This design comes from an exercise in tuning for small area, a short achievable clock period and few clock cycles per item on the open sky130 flow, not from production work.
Function was not checked in any run shown here: the RTL went through the layout flow alone.
Power figures rest on the tool's default switching activity, not on a simulated workload.

## config.mk

```make
export PLATFORM = sky130hd
export DESIGN_NAME = huffmandecode
export DESIGN_NICKNAME = huffmandecode
export VERILOG_FILES = /design/flow/design.v
export SDC_FILE = /design/flow/constraint.sdc
export NUM_CORES = 8
export LEC_CHECK = 0
export CAP_MARGIN = 20
export CORE_MARGIN = 2
export CORE_UTILIZATION = 40
export SLEW_MARGIN = 20
```

## constraint.sdc

```tcl
create_clock -name core_clock -period 11.0 [get_ports {clk}]
set_input_delay 2.2000 -clock core_clock [delete_from_list [all_inputs] [get_ports {clk}]]
set_output_delay 2.2000 -clock core_clock [all_outputs]
set_load 0.01 [all_outputs]
```

## design.v

```verilog
`timescale 1ns / 1ps
module huffmandecode(
clk,
huffrst,
code,
hufftable,
symaddr,
symdata,
huffdata,
hufflength,
hufffinish
    );
input clk,huffrst;
input[15:0] code;
input[8*16-1:0] hufftable;
output reg[7:0] symaddr;    
input[7:0] symdata;         
output reg[7:0] huffdata;
output [7:0] hufflength;
output reg hufffinish;
reg [7:0] g;         
reg [7:0] sc;        
reg [7:0] ca;        
reg [1:0] w;         
reg [3:0] n;         
reg       h;         
reg       one;       
reg       short;     
reg [4:0] hl;        
assign hufflength = {3'b000, hl};
wire [7:0] c1   = hufftable[7:0];
wire [7:0] c2   = hufftable[15:8];
wire       b1   = code[15];
wire       b2   = code[14];
wire       b3   = code[13];
wire       hit1 = (c1[7:1] != 7'd0) | (c1[0] & ~b1);
wire       g1   = b1 & ~c1[0];                            
wire       hit2 = (c2[7:2] != 6'd0) | (c2[1:0] > {g1, b2});
wire [1:0] g2   = {g1, b2} - c2[1:0];                     
wire [2:0] sc2  = {2'b00, c1[0]} + {1'b0, c2[1:0]};       
wire [3:0] a1   = {3'd0, b1};
wire [3:0] a2   = {3'd0, c1[0]} + {2'd0, g1, b2};
wire [3:0] a3   = {1'b0, sc2} + {1'b0, g2, b3};
wire [3:0] a0   = hit1 ? a1 : hit2 ? a2 : a3;
wire [9:0] gn   = {1'b0, g, w[1]} - {2'b00, ca};    
wire       hit  = gn[9];                            
wire       dead = ~gn[9] & gn[8];                   
wire       nf   = ~short & ~h & ~hit & (dead | n == 4'd13);   
wire [7:0] scn  = sc + ca;                          
wire [127:0] tbl3 = {24'd0, hufftable[127:24]};
wire [7:0] fetch_c = tbl3[8*n +: 8];                
wire [15:0] code4 = {code[11:0], 4'd0};
wire       fetch_b = code4[15 - n];                 
always @(posedge clk) begin
    one   <= hit1;
    short <= hit1 | hit2;
    if (~huffrst) begin
        g  <= {6'd0, g2};
        sc <= {5'd0, sc2};
        symaddr <= {4'd0, a0};
        ca <= hufftable[23:16];
        w  <= code[13:12];
    end else begin
        g  <= gn[7:0];
        sc <= scn;
        symaddr <= scn + {gn[6:0], w[0]};
        ca <= fetch_c;
        w  <= {w[0], fetch_b};
    end
    if (~hufffinish & (h | nf)) begin
        huffdata <= h ? symdata : 8'hff;
        hl <= ~h ? 5'd0 : one ? 5'd1 : short ? 5'd2 : {1'b0, n} + 5'd2;
    end
end
always @(posedge clk or negedge huffrst) begin
    if (~huffrst) begin
        hufffinish <= 1'b0;
        h <= 1'b0;
        n <= 4'd0;
    end else begin
        if (h | nf)
            hufffinish <= 1'b1;
        h <= short | hit;
        n <= n + 4'd1;
    end
end
endmodule
```

## flow/run.sh

```bash
#!/bin/bash
# Standard layout, with plain buffers on the ports, repair_timing aiming
# below the clock period (setup margin), and no full/half adder cells.
set -euo pipefail
export BUFFER_PORTS_ARGS="-buffer_cell sky130_fd_sc_hd__buf_1"
export SETUP_SLACK_MARGIN=8
export DONT_USE_CELLS="sky130_fd_sc_hd__fa_1 sky130_fd_sc_hd__fa_2 sky130_fd_sc_hd__fa_4 sky130_fd_sc_hd__ha_1 sky130_fd_sc_hd__ha_2 sky130_fd_sc_hd__ha_4 sky130_fd_sc_hd__fah_1 sky130_fd_sc_hd__fahcin_1 sky130_fd_sc_hd__fahcon_1"
bash standard.sh > standard.log 2>&1
```

## standard.sh

```bash
#!/bin/bash
# synth_recipe.tcl (not shown) runs the flow's synth.tcl, then flattens the netlist and writes it again
# the make line also repeats each setting of config.mk as NAME=value (left out here)
make -C /OpenROAD-flow-scripts/flow DESIGN_CONFIG=/design/flow/config.mk WORK_HOME=/design/flow/orfs CLKGATE_MAP_FILE= SYNTH_SCRIPT=/design/flow/synth_recipe.tcl "${@:-finish}"
```

==> results of run 1 <==
==> how the worst max path moves through the flow <==
stage	from	end	slack [ns]	depth (start not counted)
2_1_floorplan	code[14]	symaddr[3]	7.35	8
3_3_place_gp	code[14]	symaddr[3]	6.95	9
3_5_place_dp	code[14]	symaddr[3]	6.89	9
4_1_cts	code[14]	symaddr[3]	7.49	9
5_1_grt	code[14]	symaddr[2]	7.40	10
6_report	code[14]	symaddr[2]	7.50	10
==> report_power, final <==
| part | internal, W | switching [W] | leakage (nW) |
|---|---|---|---|
| Combinational | 0.000241 | 0.000237 | 1.58 |
| Sequential | 0.000244 | 0.0000156 | 0.491 |
| Clock | 0.0000471 | 0.0000734 | 0.0491 |
==> flip-flops by register name (all words and copies together), names as in the netlist <==
register    flops
one             1
huffdata        8
hl              5
hufffinish      1
w               2
short           1
h               1
n               4
symaddr         8
ca              8
g               8
sc              8
==> worst register-to-register path: stages (launching register included) <==
cell	delay, ns
dfxtp_2	0.35
ha_2	0.19
fa_2	0.35
a21o_1	0.18
a21oi_2	0.18
o21bai_1	0.10
a21oi_2	0.17
xnor2_2	0.15
ha_1	0.29
o21a_1	0.11
o31a_1	0.12
and3b_1	0.19
o311a_1	0.35
nor3_2	0.10
==> cell usage after synthesis, types with 3 or more instances <==
library cell	number
nand2b_1	10
a21o_1	6
nor4_1	3
nand2_1	7
xnor2_1	8
mux2i_1	11
nand3_1	3
mux2_2	3
dfrtp_1	6
nor2_1	42
mux4_2	27
nor3b_1	4
a221oi_1	10
edfxtp_1	13
buf_4	3
dfxtp_1	36
or3_1	4
buf_1	3
and2_1	6
o21a_1	7
o31ai_1	3
fa_1	5
a211oi_1	3
a21oi_1	24
o21bai_1	3
inv_1	28
o21ai_0	6
xor2_1	8
nor2b_1	5
ha_1	33
nor3_1	10
clkbuf_1	10
==> cell families (layout without fill, tap and decap cells) <==
group | after synthesis | after routing | share of synthesized area (%)
xor gates and xnor gates | 16 | 16 | 3.56
muxes | 41 | 41 | 19.1
and+or+nand+nor | 102 | 102 | 13.1
other | 1 | 3 | 0.0952
adders and majority gates | 38 | 38 | 13.0
DFF | 55 | 55 | 32.0
buffers and inverters | 47 | 226 | 4.83
AOI/OAI and AO/OA | 79 | 79 | 14.3
==> per-layer routing <==
layer  GRT usage [%]  up-vias
li1                -     1759
met1            24.0     1711
met4            5.36        0
met5               0        -
met3            4.50       14
met2            37.2      109
==> area by class of cell <==
class | instances | area, sq um
Tap cell | 133 | 166
Inverter | 29 | 124
Clock inverter | 3 | 26.3
Fill cell | 912 | 4420
Multi-Input combinational cell | 279 | 2730
Timing Repair Buffer | 189 | 876
Clock buffer | 5 | 68.8
Sequential cell | 55 | 1270
==> metrics by stage <==
step	utilization, %	instances
6_report	54.4	693
5_1_grt	54.4	693
4_1_cts	52.3	686
3_5_place_dp	49.4	673
3_3_place_gp	49.4	673
2_1_floorplan	-	381
==> timing repair <==
item / CTS / global route
gates cloned: 0 / 0
pin swaps: 10 / 20
resized for setup: 39 / 53
hold endpoints to repair: 0 / 0
setup buffers: 5 / 7
setup endpoints to repair: 55 / 51
==> key figures, run 1 <==
Floorplan
  • Std cell rows: 36
  • Core ar.: 0.00968 sq mm
  • IO Count: 179
  • Die area: 0.0107 sq mm
  • Width of the die: 103 microns
  • Initial cell density of the core: 40.7%
  • Die Span Y: 103 microns

Logic synthesis
  • Synth Cell Area: 0.00394 sq mm
  • Post-synth EDFFs: 13
  • Synthesis Warnings: 1
  • Ranking of synthesized cells by area: dfxtp_1 (18%), mux4_2 (15%), ha_1 (10%)
  • Unique masters post-synth: 58
  • Synth area leader: dfxtp_1
  • Share of the synthesized area in the top cell type: 18.3%
  • Mapped Cells: 379
  • Seq/Total Area, Yosys: 32.0%
  • Synth Flop Type: dfxtp_1
  • Synth async-reset ratio: 10.9%
  • Syn_area_per_cell: 10.4 sq um
  • Register bit total from synthesis: 55

Hold path
  • Hold-critical path depth: 1
  • Hold path startpoint: w[0]
  • Hold Crit Class: register to register
  • Hold-critical path endpoint: w[1]

Worst setup path
  • Worst Path Required: 11.23 ns
  • Crit end category: register
  • Critical Path Source Type: input pin
  • RR Endpoint: symaddr[7]
  • Bufs and invs on worst path: 3
  • Critical-path cell list: buf_12, inv_12, ha_4, inv_2, fa_2, ha_4, xor2_1, nor2_1, a21oi_1, o31ai_1
  • Slowest cell delay on critical path: 0.56 ns
  • Crit Path Category: input pin to register
  • Most used cell along the critical path: ha_4
  • Top delay family on crit path: adder cells
  • Worst-case reg-to-reg path depth: 13
  • Critical R2R Launch: ca[0]
  • Flop2flop setup slack: 8.11 ns
  • Slowest cell on crit path: fa_2
  • Crit path DAT: 3.73 ns
  • Crit Path Max Fanout: 2

Place
  • DPL Wire Length: 8730 microns
  • GPL Wtd Cong: 0.794
  • Total placed instance area: 0.00479 sq mm
  • I/O Buffers: 175
  • Pre-CTS setup slack: 6.89 ns

Clock tree
  • Max Root-Sink Buffers: 2
  • CTS buffer count: 5
  • CTS tree: built
  • Hold Buf Count CTS: 0
  • Clock root cell: clkbuf_8
  • H-tree levels: 2
  • Clock sinks: 55
  • Worst skew pair latency: 0.31 ns
  • Clock-pin slew on the worst setup and hold paths: 0.10 ns

Routing
  • DRC violations left: 0
  • Met2 wire length: 5770 microns
  • Routed len/inst: 15.7 microns
  • First-pass iteration count of the detailed router: 4
  • Post-Route WL: 10,900 microns
  • Initial DRC Count: 69
  • Antenna Violating Nets Remaining: 0
  • Vias: 3,593
  • Top Metal Used: met4
  • M1 wire length: 4290 microns
  • Via-per-instance ratio: 5.18
  • WL met3: 619 microns

Power
  • Peak VDD IR: 0.0863 mV
  • Total Power: 0.000857 W
  • Pwr per Cell Area: 163 mW/mm^2
  • Leak: 2.12 nW

Finish
  • Most frequent cells in the layout: buf_1 (149), nor2_1 (41), dfxtp_1 (30)
  • Layout cells sized above 1: 23.6%
  • Final Instance Area: 0.00527 sq mm
  • Nets: 751
  • Most common cell after layout, fill and taps aside: buf_1
  • ANT cells: 0
  • Area Overhead vs Synth: 33.7%

GRT
  • GRT Total Usage: 20.3%
  • Vias in the first global route: 3,567
  • Largest net degree at the start of global routing: 46
  • GRT Residual Overflow: 0
  • Initial antenna violation count: 0
  • First-pass GRT wire length: 16,700 microns

STA
  • Crit path time final: 3.50 ns
  • TNS Setup: 0 ns
  • Fin crit share: 31.8%
  • Hold slack: 0.515 ns
  • RSZ-0062 raised after global routing: yes
  • Final setup viols: 0
  • Least-Margin Pin Slew: 0.977 ns
  • Max Clk Rate: 286 MHz
  • Rel. slew slack: 34.7%
  • Worst clock skew: 0.00789 ns
  • Hold Vio Cnt, Final: 0
  • Min setup slack post-route: 7.50 ns
  • Slew Viols, Final: 0

Flow run
  • Max-Cap Viols: 0

Outcome
  • Status: complete, no violations
==> run 2, diff against run 1 <==
--- a/design.v
+++ b/design.v
@@ -26,6 +26,7 @@
 reg       h;         
 reg       one;       
 reg       short;     
+reg       fix;       
 reg [4:0] hl;        
 assign hufflength = {3'b000, hl};
 wire [7:0] c1   = hufftable[7:0];
@@ -38,10 +39,12 @@
 wire       hit2 = (c2[7:2] != 6'd0) | (c2[1:0] > {g1, b2});
 wire [1:0] g2   = {g1, b2} - c2[1:0];                     
 wire [2:0] sc2  = {2'b00, c1[0]} + {1'b0, c2[1:0]};       
-wire [3:0] a1   = {3'd0, b1};
-wire [3:0] a2   = {3'd0, c1[0]} + {2'd0, g1, b2};
-wire [3:0] a3   = {1'b0, sc2} + {1'b0, g2, b3};
-wire [3:0] a0   = hit1 ? a1 : hit2 ? a2 : a3;
+wire       big  = (c1[7:1] != 7'd0) | (c2[7:2] != 6'd0);
+wire       hs1  = c1[0] & ~b1;                            
+wire       hs2  = c2[1:0] > {g1, b2};                     
+wire [1:0] a2   = c1[0] ? {b2, ~b2} : {b1, b2};           
+wire [3:0] a3   = {1'b0, sc2} + {1'b0, g2, b3};           
+wire [3:0] a0   = hs1 ? {3'd0, b1} : hs2 ? {2'd0, a2} : a3;
 wire [9:0] gn   = {1'b0, g, w[1]} - {2'b00, ca};    
 wire       hit  = gn[9];                            
 wire       dead = ~gn[9] & gn[8];                   
@@ -54,6 +57,7 @@
 always @(posedge clk) begin
     one   <= hit1;
     short <= hit1 | hit2;
+    fix   <= big;
     if (~huffrst) begin
         g  <= {6'd0, g2};
         sc <= {5'd0, sc2};
@@ -63,7 +67,7 @@
     end else begin
         g  <= gn[7:0];
         sc <= scn;
-        symaddr <= scn + {gn[6:0], w[0]};
+        symaddr <= fix & (n == 4'd0) ? {6'd0, one ? {1'b0, b1} : a2} : scn + {gn[6:0], w[0]};
         ca <= fetch_c;
         w  <= {w[0], fetch_b};
     end
@@ -80,7 +84,7 @@
     end else begin
         if (h | nf)
             hufffinish <= 1'b1;
-        h <= short | hit;
+        h <= short ? ~fix | (n == 4'd1) : hit;
         n <= n + 4'd1;
     end
 end
==> flow/run.sh (replaced) <==
#!/bin/bash
# Standard layout, with plain buffers on the ports and repair_timing aiming
# below the clock period (setup margin).
set -euo pipefail
export BUFFER_PORTS_ARGS="-buffer_cell sky130_fd_sc_hd__buf_1"
export SETUP_SLACK_MARGIN=8
bash standard.sh > standard.log 2>&1
==> run 2 against run 1 <==
Cell area is 1.6% higher. Still clean on timing, DRC and antenna. Die area is 4.4% higher. Combinational power up 7.5%. Critical path type unchanged. Sequential power decreased by 4%. Global-route usage increased by 0.083 points. Highest routed layer is now met5. Sequential cell count up 1. Clock power increased by 15%. Total power rose by 5.2%. Register-to-register slack gained 0.06 ns. First-iteration DRC count up 81%.
==> key figures, run 2 <==
Routing
  • Post-Route WL: 11,300 microns
  • Vias: 3,685
  • DRC violations left: 0
  • Routed len/inst: 16.1 microns
  • Met2 wire length: 5810 microns
  • Antenna Violating Nets Remaining: 0
  • WL met3: 717 microns
  • First-pass iteration count of the detailed router: 5
  • M1 wire length: 4650 microns
  • Top Metal Used: met5
  • Initial DRC Count: 125
  • Via-per-instance ratio: 5.24

Clock tree
  • Clock-pin slew on the worst setup and hold paths: 0.10 ns
  • Worst skew pair latency: 0.31 ns
  • Clock root cell: clkbuf_8
  • Max Root-Sink Buffers: 2
  • H-tree levels: 2
  • CTS tree: built
  • Clock sinks: 56
  • CTS buffer count: 5

STA
  • Worst clock skew: 0.00665 ns
  • Least-Margin Pin Slew: 0.990 ns
  • RSZ-0062 raised after global routing: yes
  • Hold Vio Cnt, Final: 0
  • TNS Setup: 0 ns
  • Rel. slew slack: 34.0%
  • Final setup viols: 0
  • Fin crit share: 29.9%
  • Crit path time final: 3.29 ns
  • Max Clk Rate: 304 MHz
  • Slew Viols, Final: 0

Place
  • I/O Buffers: 175
  • DPL Wire Length: 9230 microns
  • GPL Wtd Cong: 0.874

Worst setup path
  • Critical R2R Launch: ca[0]
  • Crit end category: register
  • Most used cell along the critical path: ha_4
  • Crit path DAT: 3.50 ns
  • Slowest cell on crit path: fa_2
  • Critical-path cell list: buf_12, inv_12, ha_4, inv_2, fa_2, ha_4, a21oi_2, o32ai_2
  • Crit Path Max Fanout: 2
  • Critical Path Source: code[14]
  • Critical Path Source Type: input pin
  • Bufs and invs on worst path: 3
  • Worst Path Required: 11.20 ns
  • Slowest cell delay on critical path: 0.56 ns
  • Top delay family on crit path: adder cells
  • Crit Path Category: input pin to register

Logic synthesis
  • Top-count cell post-synth: nor2_1
  • Seq/Total Area, Yosys: 31.1%
  • Mux cell area share after synthesis: 18.3%
  • Share of the synthesized area in the top cell type: 18.0%
  • Ranking of synthesized cells by area: dfxtp_1 (18%), mux4_2 (15%), ha_1 (9.7%)
  • Xor and xnor area share after synthesis: 4.22%
  • Largest family of logic cells by synthesized area: multiplexers
  • Register bit total from synthesis: 56
  • Unique masters post-synth: 65
  • Post-synthesis compound-gate area fraction: 16.4%
  • Post-synth EDFFs: 13
  • Synth Flop Type: dfxtp_1
  • Synth area leader: dfxtp_1
  • Top cells by count, synth: nor2_1 (38), dfxtp_1 (37), ha_1 (32), a21oi_1 (30), mux4_2 (27)
  • Post-Synth Adder-Cell Area: 12.2%
  • Simple-gate portion of the synthesized area: 12.8%
  • Syn_area_per_cell: 10.5 sq um
  • Synthesis Warnings: 1
  • Mapped Cells: 394
  • Synth async-reset ratio: 10.7%
  • Synth Cell Area: 0.00412 sq mm

Finish
  • Area Overhead vs Synth: 29.9%
  • Most common cell after layout, fill and taps aside: buf_1
  • Most frequent cells in the layout: buf_1 (148), nor2_1 (38), dfxtp_1 (33)
  • Layout cells sized above 1: 22.8%
  • Layout Utilization: 52.8%
  • ANT cells: 0
  • Reg area: 0.00129 sq mm
  • Nets: 757
  • Area occupied by multi-input gates: 0.00287 sq mm
  • Fillers: 944

Floorplan
  • Core ar.: 0.0101 sq mm
  • Die Span Y: 105 microns
  • Std cell rows: 37
  • Die area: 0.0111 sq mm
  • Initial cell density of the core: 40.6%
  • Width of the die: 105 microns
  • IO Count: 179

GRT
  • Largest net degree at the start of global routing: 43
  • GRT Total Usage: 20.4%
  • Initial antenna violation count: 1
  • GRT Residual Overflow: 0
  • Vias in the first global route: 3,919
  • First-pass GRT wire length: 18,200 microns

Power
  • Leak: 2.06 nW
  • Peak VDD IR: 0.103 mV
  • Pwr per Cell Area: 169 mW/mm^2

Hold path
  • Hold Crit Class: register to register
  • Hold path startpoint: w[0]

Flow run
  • Max-Cap Viols: 0

Outcome
  • Status: complete, no violations
## run 2: timing repair
item / CTS / global route
setup endpoints to repair: 56 / 38
resized for setup: 33 / 40
setup buffers: 2 / 4
hold buffers: 0 / 0
pin swaps: 8 / 15
## run 2: worst paths after layout
path	to	slack [ns]	depth (start not counted)
worst max-delay path	symaddr[3]	7.71	8
worst min-delay path	w[1]	0.51	1
worst max register to register	symaddr[7]	8.17	12
worst min register to register	w[1]	0.51	1
max in group asynchronous	n[0]	8.97	1
min in group asynchronous	n[3]	1.78	1
## run 2: metal layers
metal | vias to the layer above | global-route usage [%]
li1 | 1805 | -
met1 | 1734 | 24.6
met2 | 127 | 36.8
met3 | 17 | 5.01
met4 | 2 | 4.19
met5 | - | 0
## run 2: area by class of cell
cell class	count	share of cell area, %
clock buffers	5	1.29
clock inverters	3	0.865
inverters	26	2.06
multi-input cells	295	53.6
flip-flops and latches	56	24.1
well taps	136	3.18
repair buffers	182	15.0
## run 2: cell families (layout without fill, tap and decap cells)
kind of cell,count (synthesis),after routing
simple gates,103,103
compound gates,92,92
flops,56,56
buf+inv,45,216
mux,41,41
fa+ha+maj,37,37
xor+xnor,19,19
other cells,1,3
## run 2: metrics by stage
step | setup WS, ns | std cells | hold slack, ns | total power (W) | cell area (sq um)
finish | 7.71 | 703 | 0.511 | 0.000902 | 5350
global route | 7.67 | 703 | 0.538 | 0.000971 | 5350
CTS | 7.68 | 699 | 0.518 | 0.000880 | 5220
detailed placement | 7.10 | 689 | 0.498 | 0.000724 | 4950
global placement | 7.14 | 689 | 0.492 | 0.000713 | 4950
floorplan | 7.56 | 396 | 0.463 | 0.000617 | 4220
## run 2: report_power, final
group          leakage [nW]  internal [W]  switching, W  total, W
clock network        0.0562     0.0000689     0.0000699  0.000139
logic                  1.51      0.000239      0.000275  0.000514
registers             0.499      0.000237     0.0000118  0.000249
total                  2.06      0.000545      0.000357  0.000902
==> run 3, diff against run 2 <==
--- a/design.v
+++ b/design.v
@@ -33,18 +33,40 @@
 wire [7:0] c2   = hufftable[15:8];
 wire       b1   = code[15];
 wire       b2   = code[14];
-wire       b3   = code[13];
 wire       hit1 = (c1[7:1] != 7'd0) | (c1[0] & ~b1);
 wire       g1   = b1 & ~c1[0];                            
 wire       hit2 = (c2[7:2] != 6'd0) | (c2[1:0] > {g1, b2});
-wire [1:0] g2   = {g1, b2} - c2[1:0];                     
-wire [2:0] sc2  = {2'b00, c1[0]} + {1'b0, c2[1:0]};       
 wire       big  = (c1[7:1] != 7'd0) | (c2[7:2] != 6'd0);
-wire       hs1  = c1[0] & ~b1;                            
-wire       hs2  = c2[1:0] > {g1, b2};                     
 wire [1:0] a2   = c1[0] ? {b2, ~b2} : {b1, b2};           
-wire [3:0] a3   = {1'b0, sc2} + {1'b0, g2, b3};           
-wire [3:0] a0   = hs1 ? {3'd0, b1} : hs2 ? {2'd0, a2} : a3;
+function [8:0] first_entry(input [5:0] x);
+    reg [2:0] c, b, g, s, a;
+    reg       h1, h2;
+    begin
+        c = {1'b0, x[4:3]};           
+        b = x[2:0];                   
+        h1 = x[5] & ~b[2];            
+        g = {2'b00, b[2] & ~x[5]};    
+        g = {g[1:0], b[1]};           
+        h2 = c > g;
+        g = g - c;                    
+        s = {2'b00, x[5]} + c;        
+        a = s + {g[1:0], b[0]};       
+        if (h1)      first_entry = {3'd0, b[2], 5'd0};
+        else if (h2) first_entry = {2'd0, x[5] ? {b[1], ~b[1]} : b[2:1], 5'd0};
+        else         first_entry = {1'b0, a, g[1:0], s};
+    end
+endfunction
+function [64*9-1:0] first_table(input dummy);
+    integer i;
+    begin
+        for (i = 0; i < 64; i = i + 1) first_table[9*i +: 9] = first_entry(i[5:0]);
+    end
+endfunction
+localparam [64*9-1:0] FIRST = first_table(1'b0);
+wire [8:0] first = FIRST[9*{c1[0], c2[1:0], code[15:13]} +: 9];
+wire [3:0] a0   = first[8:5];
+wire [1:0] g2   = first[4:3];
+wire [2:0] sc2  = first[2:0];
 wire [9:0] gn   = {1'b0, g, w[1]} - {2'b00, ca};    
 wire       hit  = gn[9];                            
 wire       dead = ~gn[9] & gn[8];                   
==> run 3 against run 2 <==
Die area grew 1.2%. Critical endpoint is now short. Cell count up 4.6%. Non-clock buffer count grew 5.
==> key figures, run 3 <==
Floorplan
  • Width of the die: 106 microns
  • Initial cell density of the core: 40.8%
  • Core ar.: 0.0102 sq mm
  • Die area: 0.0113 sq mm
  • Std cell rows: 37
  • Die Span Y: 106 microns
  • IO Count: 179

Finish
  • Nets: 786
  • Reg area: 0.00129 sq mm
  • ANT cells: 0
  • Most common cell after layout, fill and taps aside: buf_1
  • Most frequent cells in the layout: buf_1 (146), nor2_1 (38), dfxtp_1 (32)
  • Area occupied by multi-input gates: 0.00289 sq mm
  • Layout cells sized above 1: 21.4%
  • Area Overhead vs Synth: 32.0%
  • Fillers: 980
  • Fin cells: 735

Logic synthesis
  • Seq/Total Area, Yosys: 30.7%
  • Post-synth EDFFs: 13
  • Post-Synth Adder-Cell Area: 10.7%
  • Synthesis Warnings: 1
  • Mapped Cells: 425
  • Synth Flop Type: dfxtp_1
  • Top cells by count, synth: nor2_1 (40), dfxtp_1 (37), a21oi_1 (32), ha_1 (31), inv_1 (29)
  • Unique masters post-synth: 59
  • Xor and xnor area share after synthesis: 4.17%
  • Largest family of logic cells by synthesized area: compound AO/OA/AOI/OAI gates
  • Mux cell area share after synthesis: 17.3%
  • Synth async-reset ratio: 10.7%
  • Synth area leader: dfxtp_1
  • Ranking of synthesized cells by area: dfxtp_1 (18%), mux4_2 (15%), edfxtp_1 (9.4%)
  • Simple-gate portion of the synthesized area: 13.1%
  • Synth Cell Area: 0.00417 sq mm
  • Register bit total from synthesis: 56
  • Top-count cell post-synth: nor2_1
  • Syn_area_per_cell: 9.81 sq um
  • Post-synthesis compound-gate area fraction: 18.8%
  • Share of the synthesized area in the top cell type: 17.8%

GRT
  • GRT Total Usage: 21.3%
  • Initial antenna violation count: 0
  • GRT Residual Overflow: 0
  • First-pass GRT wire length: 19,200 microns
  • Largest net degree at the start of global routing: 34
  • Vias in the first global route: 4,022

Worst setup path
  • Flop2flop setup slack: 8.13 ns
  • RR Endpoint: hl[4]
  • Worst Path Required: 11.22 ns
  • Crit Path Category: input pin to register
  • Critical Path Source Type: input pin
  • Crit Path Max Fanout: 2
  • Worst-case reg-to-reg path depth: 8
  • Critical R2R Launch: ca[0]
  • Crit end category: register
  • Crit path DAT: 3.40 ns

Flow run
  • Max-Cap Viols: 0

STA
  • Hold Vio Cnt, Final: 0
  • Least-Margin Pin Slew: 1.01 ns
  • RSZ-0062 raised after global routing: yes
  • Final setup viols: 0
  • Min setup slack post-route: 7.82 ns
  • Crit path time final: 3.18 ns
  • Fin crit share: 28.9%
  • Max Clk Rate: 315 MHz
  • Rel. slew slack: 32.7%
  • Worst clock skew: 0.00838 ns
  • TNS Setup: 0 ns
  • Slew Viols, Final: 0

Routing
  • Vias: 4,012
  • First-pass iteration count of the detailed router: 5
  • Post-Route WL: 12,400 microns
  • Initial DRC Count: 155
  • Antenna Violating Nets Remaining: 0
  • Routed len/inst: 16.9 microns
  • Via-per-instance ratio: 5.46
  • DRC violations left: 0

Outcome
  • Status: complete, no violations

Place
  • GPL Wtd Cong: 0.832
  • Pre-CTS setup slack: 7.13 ns
  • DPL Wire Length: 9500 microns
  • I/O Buffers: 175
  • Post-Place Cells: 717

Power
  • Pwr per Cell Area: 152 mW/mm^2
  • Peak VDD IR: 0.0930 mV
  • Leak: 2.16 nW

Hold path
  • Hold Crit Class: register to register
  • Hold-critical path depth: 2
  • Hold path startpoint: w[0]
  • Hold-critical path endpoint: w[1]

Clock tree
  • CTS buffer count: 5
  • Clock-pin slew on the worst setup and hold paths: 0.12 ns
  • Max Root-Sink Buffers: 2
  • Hold Buf Count CTS: 0
  • Clock sinks: 56
  • Clock root cell: clkbuf_8
  • CTS tree: built
  • Worst skew pair latency: 0.32 ns
  • H-tree levels: 2
-- run 3: stage by stage --
step                power (W)  instance area, sq um  hold WS, ns  utilization, %
CTS                  0.000811                  5340        0.535            52.1
detailed placement   0.000669                  5010        0.516            49.0
global placement     0.000664                  5010        0.505            49.0
finish               0.000838                  5510        0.531            53.8
global route         0.000904                  5510        0.592            53.8
floorplan            0.000579                  4320        0.435               -
-- run 3: cell type report --
class                   count  share of cell area [%]
clock buffers               5                    1.25
multi-input cells         318                    52.5
flip-flops and latches     56                    23.4
inverters                  30                    2.43
well taps                 136                    3.09
clock inverters             3                   0.614
repair buffers            187                    16.7
-- run 3: where the power goes --
group	switching, W	internal [W]	leakage [nW]
Sequential	0.0000119	0.000236	0.498
Combinational	0.000243	0.000217	1.61
Clock	0.0000810	0.0000483	0.0515
Total	0.000336	0.000502	2.16
-- run 3: logic make-up (layout without fill, tap and decap cells) --
kind of cell	count (synthesis)	after routing
other	1	3
XOR/XNOR	19	19
adder cells (fa/ha/maj)	34	34
buffers and inverters	53	225
AO/OA/AOI/OAI	112	112
flip-flops	56	56
AND/OR/NAND/NOR	112	112
multiplexers	38	38
-- run 3: worst max-delay path by stage --
stage                             from          to  slack (ns)  cells after the start
after floorplan           hufftable[3]       short        7.65                      4
after CTS                 hufftable[3]       short        7.84                      5
after detailed placement      code[14]  symaddr[1]        7.13                      8
after global placement        code[14]  symaddr[1]        7.16                      8
final                     hufftable[5]       short        7.82                      5
after global routing      hufftable[5]       short        7.78                      5
-- run 3: what timing repair did --
item	CTS	global route
pin swaps	9	21
setup buffers	5	3
cloned	1	1
setup endpoints to repair	51	46
resized for setup	45	42
-- run 3: per-layer routing --
layer  global-route usage, %  part of all wire (%)
met5                       0                     0
met4                    4.61                   1.4
met3                    3.19                   5.8
met2                    40.2                    53
met1                    25.3                    40
-- run 3: critical path, stage by stage --
cell and delay [ns]:
buf_1 0.07, or4_4 0.54, nor4_4 0.25, nand3_2 0.10, a211o_1 0.24
==> run 4, diff against run 3 <==
--- a/flow/run.sh
+++ b/flow/run.sh
@@ -3,5 +3,5 @@
 # below the clock period (setup margin).
 set -euo pipefail
 export BUFFER_PORTS_ARGS="-buffer_cell sky130_fd_sc_hd__buf_1"
-export SETUP_SLACK_MARGIN=8
+export SETUP_SLACK_MARGIN=6.5
 bash standard.sh > standard.log 2>&1
==> run 4 against run 3 <==
Die area unchanged. Clock skew grew 0.0035 ns. Sequential cell count is the same. Via count fell by 3.0%. Area after synthesis stayed put. Total power fell by 6.6%. Synthesized cell count unchanged. Count of clock-buffer cells in the layout did not move. Largest power group unchanged. Routed wire length down 7.3%. First-iteration DRC count shrank 6.5%. Sequential share of layout area grew 2.1 points. Cell count is 1.4% lower.
==> key figures, run 4 <==
Outcome
  • Status: complete, no violations

Finish
  • Most common cell after layout, fill and taps aside: buf_1
  • Layout cells sized above 1: 7.98%
  • Final Instance Area: 0.00502 sq mm
  • Nets: 776
  • ANT cells: 0
  • Area Overhead vs Synth: 20.3%
  • Most frequent cells in the layout: buf_1 (175), nor2_1 (40), dfxtp_1 (37)

STA
  • Slew Viols, Final: 0
  • Max Clk Rate: 271 MHz
  • Final setup viols: 0
  • RSZ-0062 raised after global routing: no
  • Fin crit share: 33.6%
  • Hold Vio Cnt, Final: 0
  • Worst clock skew: 0.0119 ns
  • Least-Margin Pin Slew: 0.988 ns
  • Crit path time final: 3.70 ns
  • Rel. slew slack: 34.0%
  • TNS Setup: 0 ns

Place
  • DPL Wire Length: 9440 microns
  • GPL Wtd Cong: 0.807
  • Total placed instance area: 0.00492 sq mm
  • I/O Buffers: 175

Worst setup path
  • Slowest cell delay on critical path: 0.44 ns
  • Crit Path Max Fanout: 12
  • Crit Path Category: input pin to register
  • Crit path DAT: 3.95 ns
  • Top delay family on crit path: compound AO/OA/AOI/OAI gates
  • Crit end category: register
  • Bufs and invs on worst path: 2
  • Critical Path Source Type: input pin
  • Most used cell along the critical path: a21oi_1
  • Worst Path Required: 11.25 ns
  • Critical-path cell list: buf_1, inv_1, ha_1, nor2_1, a21oi_1, a2111oi_0, a211oi_1, a21oi_1
  • Slowest cell on crit path: a2111oi_0

Floorplan
  • Core ar.: 0.0102 sq mm
  • Die Span Y: 106 microns
  • Width of the die: 106 microns
  • Initial cell density of the core: 40.8%
  • IO Count: 179
  • Die area: 0.0113 sq mm
  • Std cell rows: 37

GRT
  • First-pass GRT wire length: 18,500 microns
  • Initial antenna violation count: 0
  • GRT Residual Overflow: 0
  • GRT Total Usage: 20.5%
  • Vias in the first global route: 3,920
  • Largest net degree at the start of global routing: 43

Clock tree
  • Clock-pin slew on the worst setup and hold paths: 0.11 ns
  • Clock sinks: 56
  • CTS-repair resized insts: 0
  • Post-CTS setup buffer count: 0
  • Clock root cell: clkbuf_8
  • Worst skew pair latency: 0.32 ns
  • Max Root-Sink Buffers: 2
  • H-tree levels: 2
  • CTS buffer count: 5
  • CTS tree: built
  • Hold Buf Count CTS: 0

Power
  • Pwr per Cell Area: 156 mW/mm^2
  • Peak VDD IR: 0.0797 mV
  • Leak: 1.92 nW

Logic synthesis
  • Post-synth EDFFs: 13
  • Register bit total from synthesis: 56
  • Synthesis Warnings: 1
  • Share of the synthesized area in the top cell type: 17.8%
  • Ranking of synthesized cells by area: dfxtp_1 (18%), mux4_2 (15%), edfxtp_1 (9.4%)
  • Top cells by count, synth: nor2_1 (40), dfxtp_1 (37), a21oi_1 (32), ha_1 (31), inv_1 (29)
  • Mapped Cells: 425
  • Synth async-reset ratio: 10.7%
  • Top-count cell post-synth: nor2_1
  • Synth area leader: dfxtp_1
  • Unique masters post-synth: 59
  • Seq/Total Area, Yosys: 30.7%
  • Synth Flop Type: dfxtp_1
  • Syn_area_per_cell: 9.81 sq um
  • Synth Cell Area: 0.00417 sq mm

Routing
  • Antenna Violating Nets Remaining: 0
  • Initial DRC Count: 145
  • Via-per-instance ratio: 5.37
  • First-pass iteration count of the detailed router: 4
  • Routed len/inst: 15.9 microns
  • Post-Route WL: 11,500 microns
  • DRC violations left: 0
  • Vias: 3,891

Flow run
  • Max-Cap Viols: 0

Hold path
  • Hold Crit Class: register to register
run 4: cell counts after synthesis:
No cell type changed its count.
run 4: final cells by class:
| type | instances | area [sq um] |
|---|---|---|
| fill | 1004 | 5210 |
| timing repair buffer | 177 | 672 |
| multi-input combinational | 318 | 2690 |
| clock inverter | 3 | 26.3 |
| sequential | 56 | 1280 |
| tap | 136 | 170 |
| clock buffer | 5 | 68.8 |
| inverter | 30 | 113 |
run 4: stage by stage:
step           power (W)  utilization [%]  hold slack (ns)  worst slack, ns  std cells
2_1_floorplan   0.000574                -            0.435             7.38        427
3_3_place_gp    0.000659             48.1            0.507             7.07        717
3_5_place_dp    0.000665             48.1            0.505             7.02        717
4_1_cts         0.000789             49.1            0.516             7.34        725
5_1_grt         0.000852             49.1            0.552             7.17        725
6_report        0.000783             49.1            0.513             7.30        725
run 4: worst paths after layout:
| kind | startpoint | to | slack [ns] | depth (start not counted) |
|---|---|---|---|---|
| setup / recovery | code[14] | symaddr[1] | 7.30 | 8 |
| max in group asynchronous | huffrst | n[0] | 8.79 | 2 |
| hold / removal | w[0] | w[1] | 0.51 | 2 |
| setup reg to reg | ca[1] | symaddr[7] | 7.74 | 14 |
| min in group asynchronous | huffrst | n[1] | 1.89 | 2 |
| hold reg to reg | w[0] | w[1] | 0.51 | 2 |
run 4: kinds of logic after synthesis:
group | share of synthesized area [%]
xor+xnor | 4.17
simple gates | 13.1
mux | 17.3
buf+inv | 5.16
flops | 30.7
compound gates | 18.8
other cells | 0.0899
fa+ha+maj | 10.7
run 4: per-layer routing:
layer | GRT usage, % | wire [microns]
met5 | 0 | 0
met4 | 5.36 | 191
met3 | 3.43 | 619
met2 | 37.1 | 5840
met1 | 25.2 | 4880
run 4: tightest hold or removal path: stages, from the launching register on:
cell,delay (ns)
dfxtp_1,0.35
nand2_1,0.06
o21ai_0,0.06
run 4: power breakdown:
| part | total, W | switching [W] | internal [W] | leakage, nW |
|---|---|---|---|---|
| logic | 0.000413 | 0.000221 | 0.000192 | 1.37 |
| registers | 0.000248 | 0.0000122 | 0.000236 | 0.498 |
| clock network | 0.000121 | 0.0000741 | 0.0000471 | 0.0491 |
==> run 5, diff against run 4 <==
==> flow/run.sh (replaced) <==
#!/bin/bash
# Standard layout, with plain buffers on the ports and repair_timing aiming
# below the clock period (setup margin).
set -euo pipefail
export BUFFER_PORTS_ARGS="-buffer_cell sky130_fd_sc_hd__buf_1"
export SETUP_SLACK_MARGIN=7.5
bash standard.sh > standard.log 2>&1
==> run 5 against run 4 <==
Routed wire length fell by 0.33%. Still clean on timing, DRC and antenna. Critical path depth did not move. Critical path type unchanged. Hold slack improved by 0.014 ns.
==> key figures, run 5 <==
GRT
  • Initial antenna violation count: 0
  • Vias in the first global route: 4,005
  • Largest net degree at the start of global routing: 43
  • GRT Total Usage: 20.7%
  • GRT Residual Overflow: 0
  • First-pass GRT wire length: 18,900 microns

Hold path
  • Hold-critical path depth: 2
  • Hold Crit Class: register to register

Place
  • I/O Buffers: 175
  • Pre-CTS setup slack: 6.98 ns
  • DPL Wire Length: 9420 microns
  • GPL Wtd Cong: 0.816

Routing
  • Routed len/inst: 15.8 microns
  • First-pass iteration count of the detailed router: 4
  • DRC violations left: 0
  • Via-per-instance ratio: 5.35
  • Post-Route WL: 11,500 microns
  • Vias: 3,885
  • Antenna Violating Nets Remaining: 0
  • Initial DRC Count: 132

Logic synthesis
  • Ranking of synthesized cells by area: dfxtp_1 (18%), mux4_2 (15%), edfxtp_1 (9.4%)
  • Top-count cell post-synth: nor2_1
  • Post-synth EDFFs: 13
  • Top cells by count, synth: nor2_1 (40), dfxtp_1 (37), a21oi_1 (32), ha_1 (31), inv_1 (29)
  • Synth Flop Type: dfxtp_1
  • Seq/Total Area, Yosys: 30.7%
  • Synth area leader: dfxtp_1
  • Synthesis Warnings: 1
  • Share of the synthesized area in the top cell type: 17.8%
  • Unique masters post-synth: 59
  • Synth Cell Area: 0.00417 sq mm
  • Syn_area_per_cell: 9.81 sq um
  • Synth async-reset ratio: 10.7%
  • Register bit total from synthesis: 56
  • Mapped Cells: 425

Worst setup path
  • Flop2flop setup slack: 7.88 ns
  • Crit path DAT: 3.66 ns
  • Most used cell along the critical path: a21oi_1
  • Crit Path Category: input pin to register
  • Stages on worst setup path: 8
  • Crit end category: register
  • Critical Path Source Type: input pin
  • Worst Path Required: 11.25 ns
  • Crit Path Max Fanout: 12
  • Top delay family on crit path: compound AO/OA/AOI/OAI gates
  • Critical-path cell list: buf_2, inv_1, ha_1, nor2_1, a21oi_1, a2111oi_0, a211oi_1, a21oi_1
  • Worst-case reg-to-reg path depth: 14
  • Bufs and invs on worst path: 2
  • Slowest cell delay on critical path: 0.43 ns
  • Slowest cell on crit path: a2111oi_0

Floorplan
  • IO Count: 179
  • Core ar.: 0.0102 sq mm
  • Die Span Y: 106 microns
  • Initial cell density of the core: 40.8%
  • Width of the die: 106 microns
  • Die area: 0.0113 sq mm
  • Std cell rows: 37

Flow run
  • Max-Cap Viols: 0

Clock tree
  • Clock-pin slew on the worst setup and hold paths: 0.10 ns
  • CTS tree: built
  • H-tree levels: 2
  • Worst skew pair latency: 0.31 ns
  • CTS-repair resized insts: 2
  • Clock root cell: clkbuf_8
  • Max Root-Sink Buffers: 2
  • CTS buffer count: 5
  • Post-CTS setup buffer count: 0
  • Hold Buf Count CTS: 0
  • Clock sinks: 56

STA
  • Worst clock skew: 0.0102 ns
  • RSZ-0062 raised after global routing: yes
  • Final setup viols: 0
  • TNS Setup: 0 ns
  • Rel. slew slack: 32.6%
  • Min setup slack post-route: 7.58 ns
  • Slew Viols, Final: 0
  • Crit path time final: 3.42 ns
  • Fin crit share: 31.1%
  • Least-Margin Pin Slew: 1.01 ns
  • Hold Vio Cnt, Final: 0
  • Max Clk Rate: 292 MHz

Power
  • Comb power frac: 53.0%
  • Sw power: 0.000304 W
  • Pwr per Cell Area: 155 mW/mm^2
  • Switching Share: 39.1%
  • Pint: 0.000475 W
  • Leak: 1.93 nW
  • Seq pwr share: 31.9%
  • Peak VDD IR: 0.0833 mV
  • Clock power share: 15.2%

Outcome
  • Status: complete, no violations

Finish
  • Most frequent cells in the layout: buf_1 (171), nor2_1 (40), dfxtp_1 (37)
  • Layout cells sized above 1: 9.00%
  • Nets: 776
  • Area Overhead vs Synth: 20.7%
  • Most common cell after layout, fill and taps aside: buf_1
## run 5: cell counts after synthesis
No cell type changed its count.
## run 5: final cells by class
type / count / area [sq um]
diodes: 1 / 2.50
clock buffers: 5 / 68.8
clock inverters: 3 / 23.8
fillers: 1006 / 5200
inverters: 30 / 114
multi-input cells: 318 / 2690
flip-flops and latches: 56 / 1280
well taps: 136 / 170
repair buffers: 177 / 681
## run 5: kinds of logic after synthesis
group	count (synthesis)	share of synthesized area [%]
XOR/XNOR	19	4.17
AND/OR/NAND/NOR	112	13.1
buffers and inverters	53	5.16
AO/OA/AOI/OAI	112	18.8
flip-flops	56	30.7
adder cells (fa/ha/maj)	34	10.7
other	1	0.0899
multiplexers	38	17.3
## run 5: power groups by stage
| stage | clock, W | sequential, W | combinational (W) |
|---|---|---|---|
| floorplan | 0 | 0.000250 | 0.000325 |
| global placement | 0 | 0.000252 | 0.000407 |
| detailed placement | 0 | 0.000253 | 0.000411 |
| CTS | 0.000123 | 0.000248 | 0.000413 |
| global route | 0.000129 | 0.000251 | 0.000472 |
| finish | 0.000118 | 0.000248 | 0.000412 |
## run 5: worst register-to-register path, stage by stage, from the launching register on
cell and delay [ns]:
dfxtp_1 0.48, inv_1 0.08, ha_1 0.27, nor2b_1 0.11, o21ai_0 0.09, a21boi_0 0.41
o21ai_0 0.16, a21boi_0 0.26, nor2_1 0.11, ha_1 0.36, o21a_1 0.13, o31ai_1 0.11
nor3b_1 0.10, o32ai_1 0.27, nand2_1 0.07
## run 5: metrics by stage
| step | total power [W] | utilization (%) | std cells | hold slack (ns) | cell area, sq um |
|---|---|---|---|---|---|
| global placement | 0.000659 | 48.1 | 717 | 0.514 | 4920 |
| CTS | 0.000784 | 49.1 | 725 | 0.522 | 5020 |
| floorplan | 0.000574 | - | 427 | 0.435 | 4180 |
| global route | 0.000851 | 49.2 | 725 | 0.582 | 5030 |
| finish | 0.000779 | 49.2 | 726 | 0.527 | 5030 |
| detailed placement | 0.000663 | 48.1 | 717 | 0.506 | 4920 |
## run 5: worst paths after layout
check | start | endpoint
max | code[14] | symaddr[1]
min | w[0] | w[1]
max reg2reg | ca[1] | symaddr[7]
min reg2reg | w[0] | w[1]
max in group asynchronous | huffrst | n[0]
min in group asynchronous | huffrst | n[3]
## run 5: per-layer routing
metal / track usage [%] / share of wire [%]
met5: 0 / 0
met4: 4.51 / 0.86
met3: 3.31 / 5.1
met2: 37.0 / 51
met1: 26.3 / 43
==> run 6, diff against run 5 <==
==> flow/run.sh (replaced) <==
#!/bin/bash
# Standard layout, with plain buffers on the ports and repair_timing aiming
# below the clock period (setup margin).
set -euo pipefail
export BUFFER_PORTS_ARGS="-buffer_cell sky130_fd_sc_hd__buf_1"
export SETUP_SLACK_MARGIN=8.3
bash standard.sh > standard.log 2>&1
==> run 6 against run 5 <==
Still clean. First-iteration DRC count rose by 15%. Cell area rose by 17%. Critical path depth fell by 3. Setup slack improved by 0.25 ns. Largest cell class unchanged. Largest power group unchanged.
==> key figures, run 6 <==
Logic synthesis
  • Synth area leader: dfxtp_1
  • Share of the synthesized area in the top cell type: 17.8%
  • Ranking of synthesized cells by area: dfxtp_1 (18%), mux4_2 (15%), edfxtp_1 (9.4%)
  • Synth async-reset ratio: 10.7%
  • Synth Flop Type: dfxtp_1
  • Synth Cell Area: 0.00417 sq mm
  • Top-count cell post-synth: nor2_1
  • Unique masters post-synth: 59
  • Mapped Cells: 425
  • Register bit total from synthesis: 56
  • Seq/Total Area, Yosys: 30.7%
  • Syn_area_per_cell: 9.81 sq um
  • Top cells by count, synth: nor2_1 (40), dfxtp_1 (37), a21oi_1 (32), ha_1 (31), inv_1 (29)
  • Post-synth EDFFs: 13
  • Synthesis Warnings: 1

Worst setup path
  • Crit path DAT: 3.39 ns
  • Worst Path Required: 11.22 ns
  • Crit Path Max Fanout: 2
  • Critical Path Source Type: input pin
  • Crit end category: register
  • Crit Path Category: input pin to register

GRT
  • Initial antenna violation count: 0
  • First-pass GRT wire length: 20,100 microns
  • GRT Total Usage: 22.2%
  • GRT Residual Overflow: 0
  • Vias in the first global route: 4,253
  • Largest net degree at the start of global routing: 34

STA
  • Slew Viols, Final: 0
  • TNS Setup: 0 ns
  • Crit path time final: 3.17 ns
  • Final setup viols: 0
  • Max Clk Rate: 316 MHz
  • Worst clock skew: 0.00997 ns
  • Fin crit share: 28.8%
  • Rel. slew slack: 36.9%
  • RSZ-0062 raised after global routing: yes
  • Least-Margin Pin Slew: 0.946 ns
  • Hold Vio Cnt, Final: 0

Routing
  • Initial DRC Count: 152
  • Via-per-instance ratio: 5.41
  • DRC violations left: 0
  • Vias: 4,087
  • Post-Route WL: 12,500 microns
  • Routed len/inst: 16.5 microns
  • Antenna Violating Nets Remaining: 0
  • First-pass iteration count of the detailed router: 4

Floorplan
  • Width of the die: 106 microns
  • Std cell rows: 37
  • Die area: 0.0113 sq mm
  • IO Count: 179
  • Initial cell density of the core: 40.8%
  • Core ar.: 0.0102 sq mm
  • Die Span Y: 106 microns

Power
  • Leak: 2.31 nW
  • Pwr per Cell Area: 150 mW/mm^2
  • Peak VDD IR: 0.0735 mV

Clock tree
  • Worst skew pair latency: 0.32 ns
  • H-tree levels: 2
  • Clock sinks: 56
  • CTS buffer count: 5
  • Max Root-Sink Buffers: 2
  • Clock root cell: clkbuf_8
  • Clock-pin slew on the worst setup and hold paths: 0.10 ns
  • CTS tree: built

Finish
  • Most frequent cells in the layout: buf_1 (148), nor2_1 (37), dfxtp_1 (32)
  • Area Overhead vs Synth: 41.2%
  • Layout cells sized above 1: 27.3%
  • Most common cell after layout, fill and taps aside: buf_1
  • Nets: 806
  • Fin cells: 755
  • ANT cells: 0

Place
  • GPL Wtd Cong: 0.863
  • Post-Place Cells: 717
  • I/O Buffers: 175
  • DPL Wire Length: 9340 microns

Flow run
  • Max-Cap Viols: 0

Outcome
  • Status: complete, no violations

Hold path
  • Hold Crit Class: register to register
## run 6: path summary, 6_finish.rpt
path                            cells after the start    startpoint  slack [ns]         end
worst max-delay path                                5  hufftable[3]        7.83       short
worst min-delay path                                2          w[0]        0.54        w[1]
worst max register to register                     12         ca[0]        8.25  symaddr[7]
worst min register to register                      2          w[0]        0.54        w[1]
max in group asynchronous                           3       huffrst        8.79        n[0]
min in group asynchronous                           3       huffrst        2.06           h
## run 6: logic make-up (layout without fill, tap and decap cells)
group,Yosys count,count (layout),share of synthesized area (%)
DFF,56,56,30.7
muxes,38,38,17.3
other,1,3,0.0899
AOI/OAI and AO/OA,112,112,18.8
buffers and inverters,53,245,5.16
and+or+nand+nor,112,112,13.1
adders and majority gates,34,34,10.7
xor gates and xnor gates,19,19,4.17
## run 6: cell type report
type                            instances  area, sq um
Clock inverter                          1         5.00
Clock buffer                            7         76.3
Multi-Input combinational cell        318         3070
Timing Repair Buffer                  207         1110
Fill cell                             915         4340
Tap cell                              136          170
Inverter                               30          161
Sequential cell                        56         1290
## run 6: power by group
group          total [W]  switching [W]  internal [W]
clock network   0.000113      0.0000677     0.0000450
registers       0.000249      0.0000125      0.000236
logic           0.000523       0.000268      0.000255
## run 6: worst max-delay path, stage by stage
cell     delay (ns)
buf_1          0.08
or4_4          0.54
nor4_4         0.18
nand3_2        0.12
a211o_1        0.27
## run 6: metal layers
layer  global-route usage, %  up-vias  wire length [microns]
li1                        -     1977                      -
met1                    27.0     1917                   4940
met2                    39.2      167                   6370
met3                    4.11       26                    843
met4                    7.61        0                    309
met5                       0        -                      0
## run 6: through the flow
| step | hold slack, ns | setup slack [ns] | utilization, % | instance area [sq um] | power (W) |
|---|---|---|---|---|---|
| after floorplan | 0.437 | 7.65 | - | 4460 | 0.000588 |
| after global placement | 0.520 | 7.16 | 49.8 | 5090 | 0.000670 |
| after detailed placement | 0.522 | 7.03 | 49.8 | 5090 | 0.000678 |
| after CTS | 0.543 | 7.84 | 54.9 | 5620 | 0.000840 |
| after global routing | 0.574 | 7.79 | 57.5 | 5890 | 0.000954 |
| final | 0.536 | 7.83 | 57.5 | 5890 | 0.000885 |
## run 6: timing repair
action                     in CTS  in global routing
gates resized for setup        69                 49
pin swaps                      20                 24
cloned                          2                  0
setup endpoints to repair      60                 56
hold buffers                    0                  0
buffers inserted               20                  8
==> run 7, diff against run 6 <==
==> flow/run.sh (replaced) <==
#!/bin/bash
# Standard layout, with plain buffers on the ports and repair_timing aiming
# below the clock period (setup margin).
set -euo pipefail
export BUFFER_PORTS_ARGS="-buffer_cell sky130_fd_sc_hd__buf_1"
export SETUP_SLACK_MARGIN=7.8
bash standard.sh > standard.log 2>&1
--- a/config.mk
+++ b/config.mk
@@ -9,3 +9,4 @@
 export CORE_MARGIN = 2
 export CORE_UTILIZATION = 40
 export SLEW_MARGIN = 20
+export TNS_END_PERCENT = 5
==> run 7 against run 6 <==
Still clean on timing, DRC and antenna. Global-route usage is 1.4 points lower. Hold slack worse by 0.015 ns. First-iteration DRC count decreased by 29%. Sequential share of layout area up 2.9 points. Die area unchanged. Largest cell class unchanged.
==> key figures, run 7 <==
Outcome
  • Status: complete, no violations

Worst setup path
  • Critical-path cell list: buf_1, or4_4, nor4_4, nand3_2, a211o_1
  • RR Endpoint: symaddr[7]
  • Crit Path Max Fanout: 2
  • Worst-case reg-to-reg path depth: 13
  • Crit end category: register
  • Slowest cell on crit path: or4_4
  • Worst Path Required: 11.21 ns
  • Critical Path End: short
  • Crit Path Category: input pin to register
  • Critical Path Source: hufftable[3]
  • Crit path DAT: 3.43 ns
  • Flop2flop setup slack: 7.96 ns
  • Slowest cell delay on critical path: 0.54 ns
  • Critical Path Source Type: input pin
  • Critical R2R Launch: ca[0]

STA
  • Worst clock skew: 0.0102 ns
  • TNS Setup: 0 ns
  • Max Clk Rate: 311 MHz
  • Crit path time final: 3.22 ns
  • Hold Vio Cnt, Final: 0
  • Least-Margin Pin Slew: 0.974 ns
  • RSZ-0062 raised after global routing: yes
  • Hold slack: 0.521 ns
  • Final setup viols: 0
  • Fin crit share: 29.2%
  • Min setup slack post-route: 7.78 ns
  • Slew Viols, Final: 0
  • Rel. slew slack: 34.6%

Logic synthesis
  • Unique masters post-synth: 59
  • Ranking of synthesized cells by area: dfxtp_1 (18%), mux4_2 (15%), edfxtp_1 (9.4%)
  • Share of the synthesized area in the top cell type: 17.8%
  • Simple-gate portion of the synthesized area: 13.1%
  • Top-count cell post-synth: nor2_1
  • Mux cell area share after synthesis: 17.3%
  • Synth async-reset ratio: 10.7%
  • Synth Cell Area: 0.00417 sq mm
  • Seq/Total Area, Yosys: 30.7%
  • Post-Synth Adder-Cell Area: 10.7%
  • Post-synth EDFFs: 13
  • Largest family of logic cells by synthesized area: compound AO/OA/AOI/OAI gates
  • Synth Flop Type: dfxtp_1
  • Register bit total from synthesis: 56
  • Top cells by count, synth: nor2_1 (40), dfxtp_1 (37), a21oi_1 (32), ha_1 (31), inv_1 (29)
  • Synthesis Warnings: 1
  • Mapped Cells: 425
  • Xor and xnor area share after synthesis: 4.17%
  • Syn_area_per_cell: 9.81 sq um
  • Post-synthesis compound-gate area fraction: 18.8%
  • Synth area leader: dfxtp_1

Clock tree
  • Clock sinks: 56
  • Worst skew pair latency: 0.32 ns
  • Clock root cell: clkbuf_8
  • Clock-pin slew on the worst setup and hold paths: 0.10 ns
  • H-tree levels: 2
  • CTS tree: built
  • Max Root-Sink Buffers: 2
  • Hold Buf Count CTS: 0
  • CTS buffer count: 5

Place
  • I/O Buffers: 175
  • Post-Place Cells: 717
  • DPL Wire Length: 9510 microns
  • GPL Wtd Cong: 0.803
  • Pre-CTS setup slack: 7.10 ns

Floorplan
  • Initial cell density of the core: 40.8%
  • Std cell rows: 37
  • Die Span Y: 106 microns
  • IO Count: 179
  • Die area: 0.0113 sq mm
  • Core ar.: 0.0102 sq mm
  • Width of the die: 106 microns

Routing
  • Initial DRC Count: 108
  • Antenna Violating Nets Remaining: 0
  • Vias: 3,930
  • M1 wire length: 4860 microns
  • First-pass iteration count of the detailed router: 4
  • Routed len/inst: 16.3 microns
  • Met2 wire length: 6220 microns
  • Post-Route WL: 11,800 microns
  • Via-per-instance ratio: 5.41
  • DRC violations left: 0
  • Top Metal Used: met4
  • WL met3: 607 microns

Power
  • Clock power share: 17.8%
  • Leak: 1.97 nW
  • Sw power: 0.000318 W
  • Switching Share: 38.7%
  • Comb power frac: 52.1%
  • Pint: 0.000504 W
  • Peak VDD IR: 0.0914 mV
  • Total Power: 0.000822 W
  • Seq pwr share: 30.2%
  • Pwr per Cell Area: 159 mW/mm^2

Finish
  • Nets: 778
  • Fillers: 1,000
  • Most common cell after layout, fill and taps aside: buf_1
  • ANT cells: 0
  • Fin cells: 727
  • Area Overhead vs Synth: 24.1%
  • Most frequent cells in the layout: buf_1 (170), nor2_1 (39), dfxtp_1 (36)
  • Layout cells sized above 1: 12.0%

Flow run
  • Max-Cap Viols: 0

GRT
  • Initial antenna violation count: 0
  • First-pass GRT wire length: 18,700 microns
  • Largest net degree at the start of global routing: 43
  • Vias in the first global route: 3,975
  • GRT Residual Overflow: 0
  • GRT Total Usage: 20.8%

Hold path
  • Hold Crit Class: register to register
  • Hold path startpoint: w[0]
[run 7: changes by cell type in the layout (fill, tap and decap cells not counted), moves of 5 or more]
cell      change
a21oi_1       +5
a221oi_1      +5
buf_6         -9
a21oi_2       -5
buf_1        +22
o21ai_0      +12
o21ai_1       -7
clkbuf_2     -11
buf_4        -22
o21ai_2       -5
[run 7: cell families after synthesis]
group / count (synthesis)
AO/OA/AOI/OAI: 112
XOR/XNOR: 19
adder cells (fa/ha/maj): 34
buffers and inverters: 53
flip-flops: 56
multiplexers: 38
other: 1
AND/OR/NAND/NOR: 112
[run 7: what timing repair did]
action / 4_1_cts / 5_1_grt
pin swaps: 2 / 8
buffers inserted: 1 / 1
endpoints found under the setup margin: 8 / 23
gates resized for setup: 10 / 22
endpoints found under the hold margin: 0 / 0
[run 7: worst min path at each step]
stage / slack [ns] / end / cells past startpoint
2_1_floorplan: 0.43 / w[1] / 2
3_3_place_gp: 0.51 / hufffinish / 2
3_5_place_dp: 0.51 / hufffinish / 2
4_1_cts: 0.53 / w[1] / 2
5_1_grt: 0.57 / w[1] / 2
6_report: 0.52 / w[1] / 2
[run 7: layout make-up]
class,instances,area (sq um),share of cell area (%)
repair buffers,179,704,13.6
well taps,136,170,3.29
flip-flops and latches,56,1280,24.8
clock inverters,3,50.0,0.967
multi-input cells,318,2780,53.6
inverters,30,121,2.35
clock buffers,5,68.8,1.33
[run 7: critical path, delay by kind of cell]
kind / cells / cell delay [ns]
simple gates: 3 / 0.93
compound gates: 1 / 0.23
buf+inv: 1 / 0.07
[run 7: power groups by stage]
stage / Clock [W] / Combinational [W] / Sequential [W]
5_1_grt: 0.000156 / 0.000477 / 0.000251
3_3_place_gp: 0 / 0.000409 / 0.000252
3_5_place_dp: 0 / 0.000417 / 0.000253
6_report: 0.000146 / 0.000428 / 0.000248
4_1_cts: 0.000150 / 0.000422 / 0.000248
2_1_floorplan: 0 / 0.000326 / 0.000250
[run 7: metrics by stage]
step / instance area (sq um) / util [%]
2_1_floorplan: 4210 / -
3_5_place_dp: 4950 / 48.4
5_1_grt: 5170 / 50.6
6_report: 5170 / 50.6
4_1_cts: 5100 / 49.8
3_3_place_gp: 4950 / 48.4
[run 7: per-layer routing]
metal	vias to the layer above	track usage (%)
met1	1887	25.5
met3	13	3.31
met5	-	0
met4	0	4.42
li1	1909	-
met2	121	38.2
==> run 8, diff against run 7 <==
--- a/config.mk
+++ b/config.mk
@@ -9,4 +9,4 @@
 export CORE_MARGIN = 2
 export CORE_UTILIZATION = 40
 export SLEW_MARGIN = 20
-export TNS_END_PERCENT = 5
+export TNS_END_PERCENT = 20
==> run 8 against run 7 <==
Clock power about the same. Via count up 0.41%. Synthesized cell count unchanged. Cell area up 0.89%. Non-clock buffer count up 2. Routed wire length up 2.3%. Clock skew down 0.0031 ns. Setup slack better by 0.015 ns.
==> key figures, run 8 <==
Floorplan
  • Initial cell density of the core: 40.8%
  • Die area: 0.0113 sq mm
  • Core ar.: 0.0102 sq mm
  • Width of the die: 106 microns
  • Std cell rows: 37
  • Die Span Y: 106 microns
  • IO Count: 179

Routing
  • DRC violations left: 0
  • Vias: 3,946
  • First-pass iteration count of the detailed router: 4
  • Routed len/inst: 16.5 microns
  • Via-per-instance ratio: 5.39
  • Antenna Violating Nets Remaining: 0
  • Initial DRC Count: 141
  • Post-Route WL: 12,100 microns

Worst setup path
  • Critical-path cell list: buf_1, or4_4, nor4_2, nand3_1, a211o_1
  • Slowest cell delay on critical path: 0.52 ns
  • Critical Path Source Type: input pin
  • Crit Path Category: input pin to register
  • Slowest cell on crit path: or4_4
  • Crit Path Max Fanout: 2
  • Critical Path Source: hufftable[3]
  • Bufs and invs on worst path: 1
  • Top delay family on crit path: simple AND/OR/NAND/NOR gates
  • Crit end category: register
  • Crit path DAT: 3.41 ns
  • Critical R2R Launch: w[1]
  • Worst Path Required: 11.21 ns

STA
  • Fin crit share: 29.1%
  • Final setup viols: 0
  • Least-Margin Pin Slew: 1.03 ns
  • TNS Setup: 0 ns
  • Rel. slew slack: 31.1%
  • Slew Viols, Final: 0
  • Hold Vio Cnt, Final: 0
  • Worst clock skew: 0.00712 ns
  • Crit path time final: 3.20 ns
  • RSZ-0062 raised after global routing: yes
  • Hold slack: 0.535 ns
  • Max Clk Rate: 312 MHz

Logic synthesis
  • Synth area leader: dfxtp_1
  • Seq/Total Area, Yosys: 30.7%
  • Mapped Cells: 425
  • Synth Flop Type: dfxtp_1
  • Syn_area_per_cell: 9.81 sq um
  • Top cells by count, synth: nor2_1 (40), dfxtp_1 (37), a21oi_1 (32), ha_1 (31), inv_1 (29)
  • Synthesis Warnings: 1
  • Synth async-reset ratio: 10.7%
  • Register bit total from synthesis: 56
  • Synth Cell Area: 0.00417 sq mm
  • Top-count cell post-synth: nor2_1
  • Post-synth EDFFs: 13
  • Unique masters post-synth: 59
  • Share of the synthesized area in the top cell type: 17.8%
  • Ranking of synthesized cells by area: dfxtp_1 (18%), mux4_2 (15%), edfxtp_1 (9.4%)

Place
  • GPL Wtd Cong: 0.817
  • DPL Wire Length: 9660 microns
  • I/O Buffers: 175

Clock tree
  • CTS buffer count: 5
  • Max Root-Sink Buffers: 2
  • Clock sinks: 56
  • Worst skew pair latency: 0.32 ns
  • Clock root cell: clkbuf_8
  • Clock-pin slew on the worst setup and hold paths: 0.11 ns
  • H-tree levels: 2
  • CTS tree: built
  • Hold Buf Count CTS: 0

Finish
  • Most frequent cells in the layout: buf_1 (169), nor2_1 (37), dfxtp_1 (36)
  • Layout cells sized above 1: 13.2%
  • Most common cell after layout, fill and taps aside: buf_1
  • Nets: 780
  • Area Overhead vs Synth: 25.2%

Flow run
  • Max-Cap Viols: 0

Power
  • Peak VDD IR: 0.0884 mV
  • Pwr per Cell Area: 157 mW/mm^2
  • Leak: 1.98 nW

GRT
  • GRT Residual Overflow: 0
  • GRT Total Usage: 21.2%
  • Initial antenna violation count: 2
  • First-pass GRT wire length: 19,200 microns
  • Largest net degree at the start of global routing: 43
  • Vias in the first global route: 4,067

Hold path
  • Hold Crit Class: register to register
  • Hold path startpoint: w[0]

Outcome
  • Status: complete, no violations
==> run 8: path summary, 6_finish.rpt <==
kind                          to  slack, ns  depth (start not counted)
max                        short       7.80                          5
min                         w[1]       0.53                          2
max reg2reg                hl[2]       7.92                          9
min reg2reg                 w[1]       0.53                          2
max in group asynchronous   n[0]       8.88                          2
min in group asynchronous   n[3]       1.88                          2
==> run 8: layout make-up <==
type	instances	area, sq um
tap	136	170
timing repair buffer	181	738
clock inverter	3	47.5
multi-input combinational	318	2780
fill	1012	5010
clock buffer	5	68.8
antenna	3	7.51
sequential	56	1280
inverter	30	128
==> run 8: logic make-up (layout without fill, tap and decap cells) <==
kind of cell	Yosys count	after routing	synth area share, %
buffers and inverters	53	219	5.16
adder cells (fa/ha/maj)	34	34	10.7
AO/OA/AOI/OAI	112	112	18.8
other	1	6	0.0899
XOR/XNOR	19	19	4.17
multiplexers	38	38	17.3
AND/OR/NAND/NOR	112	112	13.1
flip-flops	56	56	30.7
==> run 8: metal layers <==
layer | track usage (%) | vias up | wire length [microns] | part of all wire (%)
met5 | 0 | - | 0 | 0
met4 | 4.98 | 0 | 56 | 0.46
met3 | 3.00 | 5 | 526 | 4.4
met2 | 39.5 | 116 | 6450 | 53
met1 | 25.7 | 1904 | 5050 | 42
li1 | - | 1921 | - | -
==> run 8: tightest hold or removal path: cells and delay by family (launching register included) <==
family / cells / cell delay [ns]
DFF: 1 / 0.35
and+or+nand+nor: 1 / 0.06
AOI/OAI and AO/OA: 1 / 0.07
==> run 8: report_power, final <==
| part | internal, W | switching, W |
|---|---|---|
| Clock | 0.0000688 | 0.0000740 |
| Combinational | 0.000200 | 0.000229 |
| Sequential | 0.000236 | 0.0000122 |
| Total | 0.000505 | 0.000315 |
==> run 8: what timing repair did <==
item / in CTS / in global routing
pin swaps: 1 / 7
setup buffers: 0 / 4
endpoints found under the setup margin: 9 / 24
resized for setup: 5 / 39
==> run 8: stage by stage <==
| step | setup slack (ns) | total power, W | std cells | utilization [%] | cell area (sq um) |
|---|---|---|---|---|---|
| floorplan | 7.63 | 0.000575 | 427 | - | 4220 |
| global placement | 7.16 | 0.000661 | 717 | 48.4 | 4950 |
| detailed placement | 7.12 | 0.000668 | 717 | 48.4 | 4950 |
| CTS | 7.66 | 0.000816 | 725 | 49.6 | 5080 |
| global route | 7.67 | 0.000885 | 731 | 51.0 | 5220 |
| finish | 7.80 | 0.000820 | 732 | 51.0 | 5220 |

-- what the ideal ports hide --
No port has a modelled driver above. Below, the same layouts with a new extraction and two added sets of constraints. Step 1, drivers: a clkbuf_16 drives clk and a buf_2 each remaining input, both assumed. Step 2, shift: input delay + t, output delay - t, t = (earliest + latest rising clock arrival at the registers) / 2. This alone moves slack from input paths to output paths. Three values: no drivers, after step 1, after step 2; two values: the first two.
run | t (ns) | setup slack, ns | clock arrival spread, ns | worst data-port slew with drivers (ns)
run 1 | 0.343 | 7.501 / 7.482 / 7.139 | 0.008 / 0.008 | 0.07
run 2 | 0.335 | 7.706 / 7.687 / 7.352 | 0.006 / 0.006 | 0.07
run 3 | 0.349 | 7.822 / 7.834 / 7.484 | 0.010 / 0.009 | 0.07
run 4 | 0.340 | 7.304 / 7.311 / 6.971 | 0.012 / 0.012 | 0.08
run 5 | 0.339 | 7.581 / 7.591 / 7.252 | 0.010 / 0.010 | 0.07
run 6 | 0.345 | 7.834 / 7.846 / 7.501 | 0.010 / 0.010 | 0.07
run 7 | 0.346 | 7.785 / 7.794 / 7.449 | 0.010 / 0.011 | 0.06
run 8 | 0.344 | 7.800 / 7.804 / 7.461 | 0.007 / 0.007 | 0.08
After both steps every run listed still meets setup and hold. For run 1, which loses most, drivers alone change the setup slack by -0.019 ns; drivers and shift together by -0.362 ns.
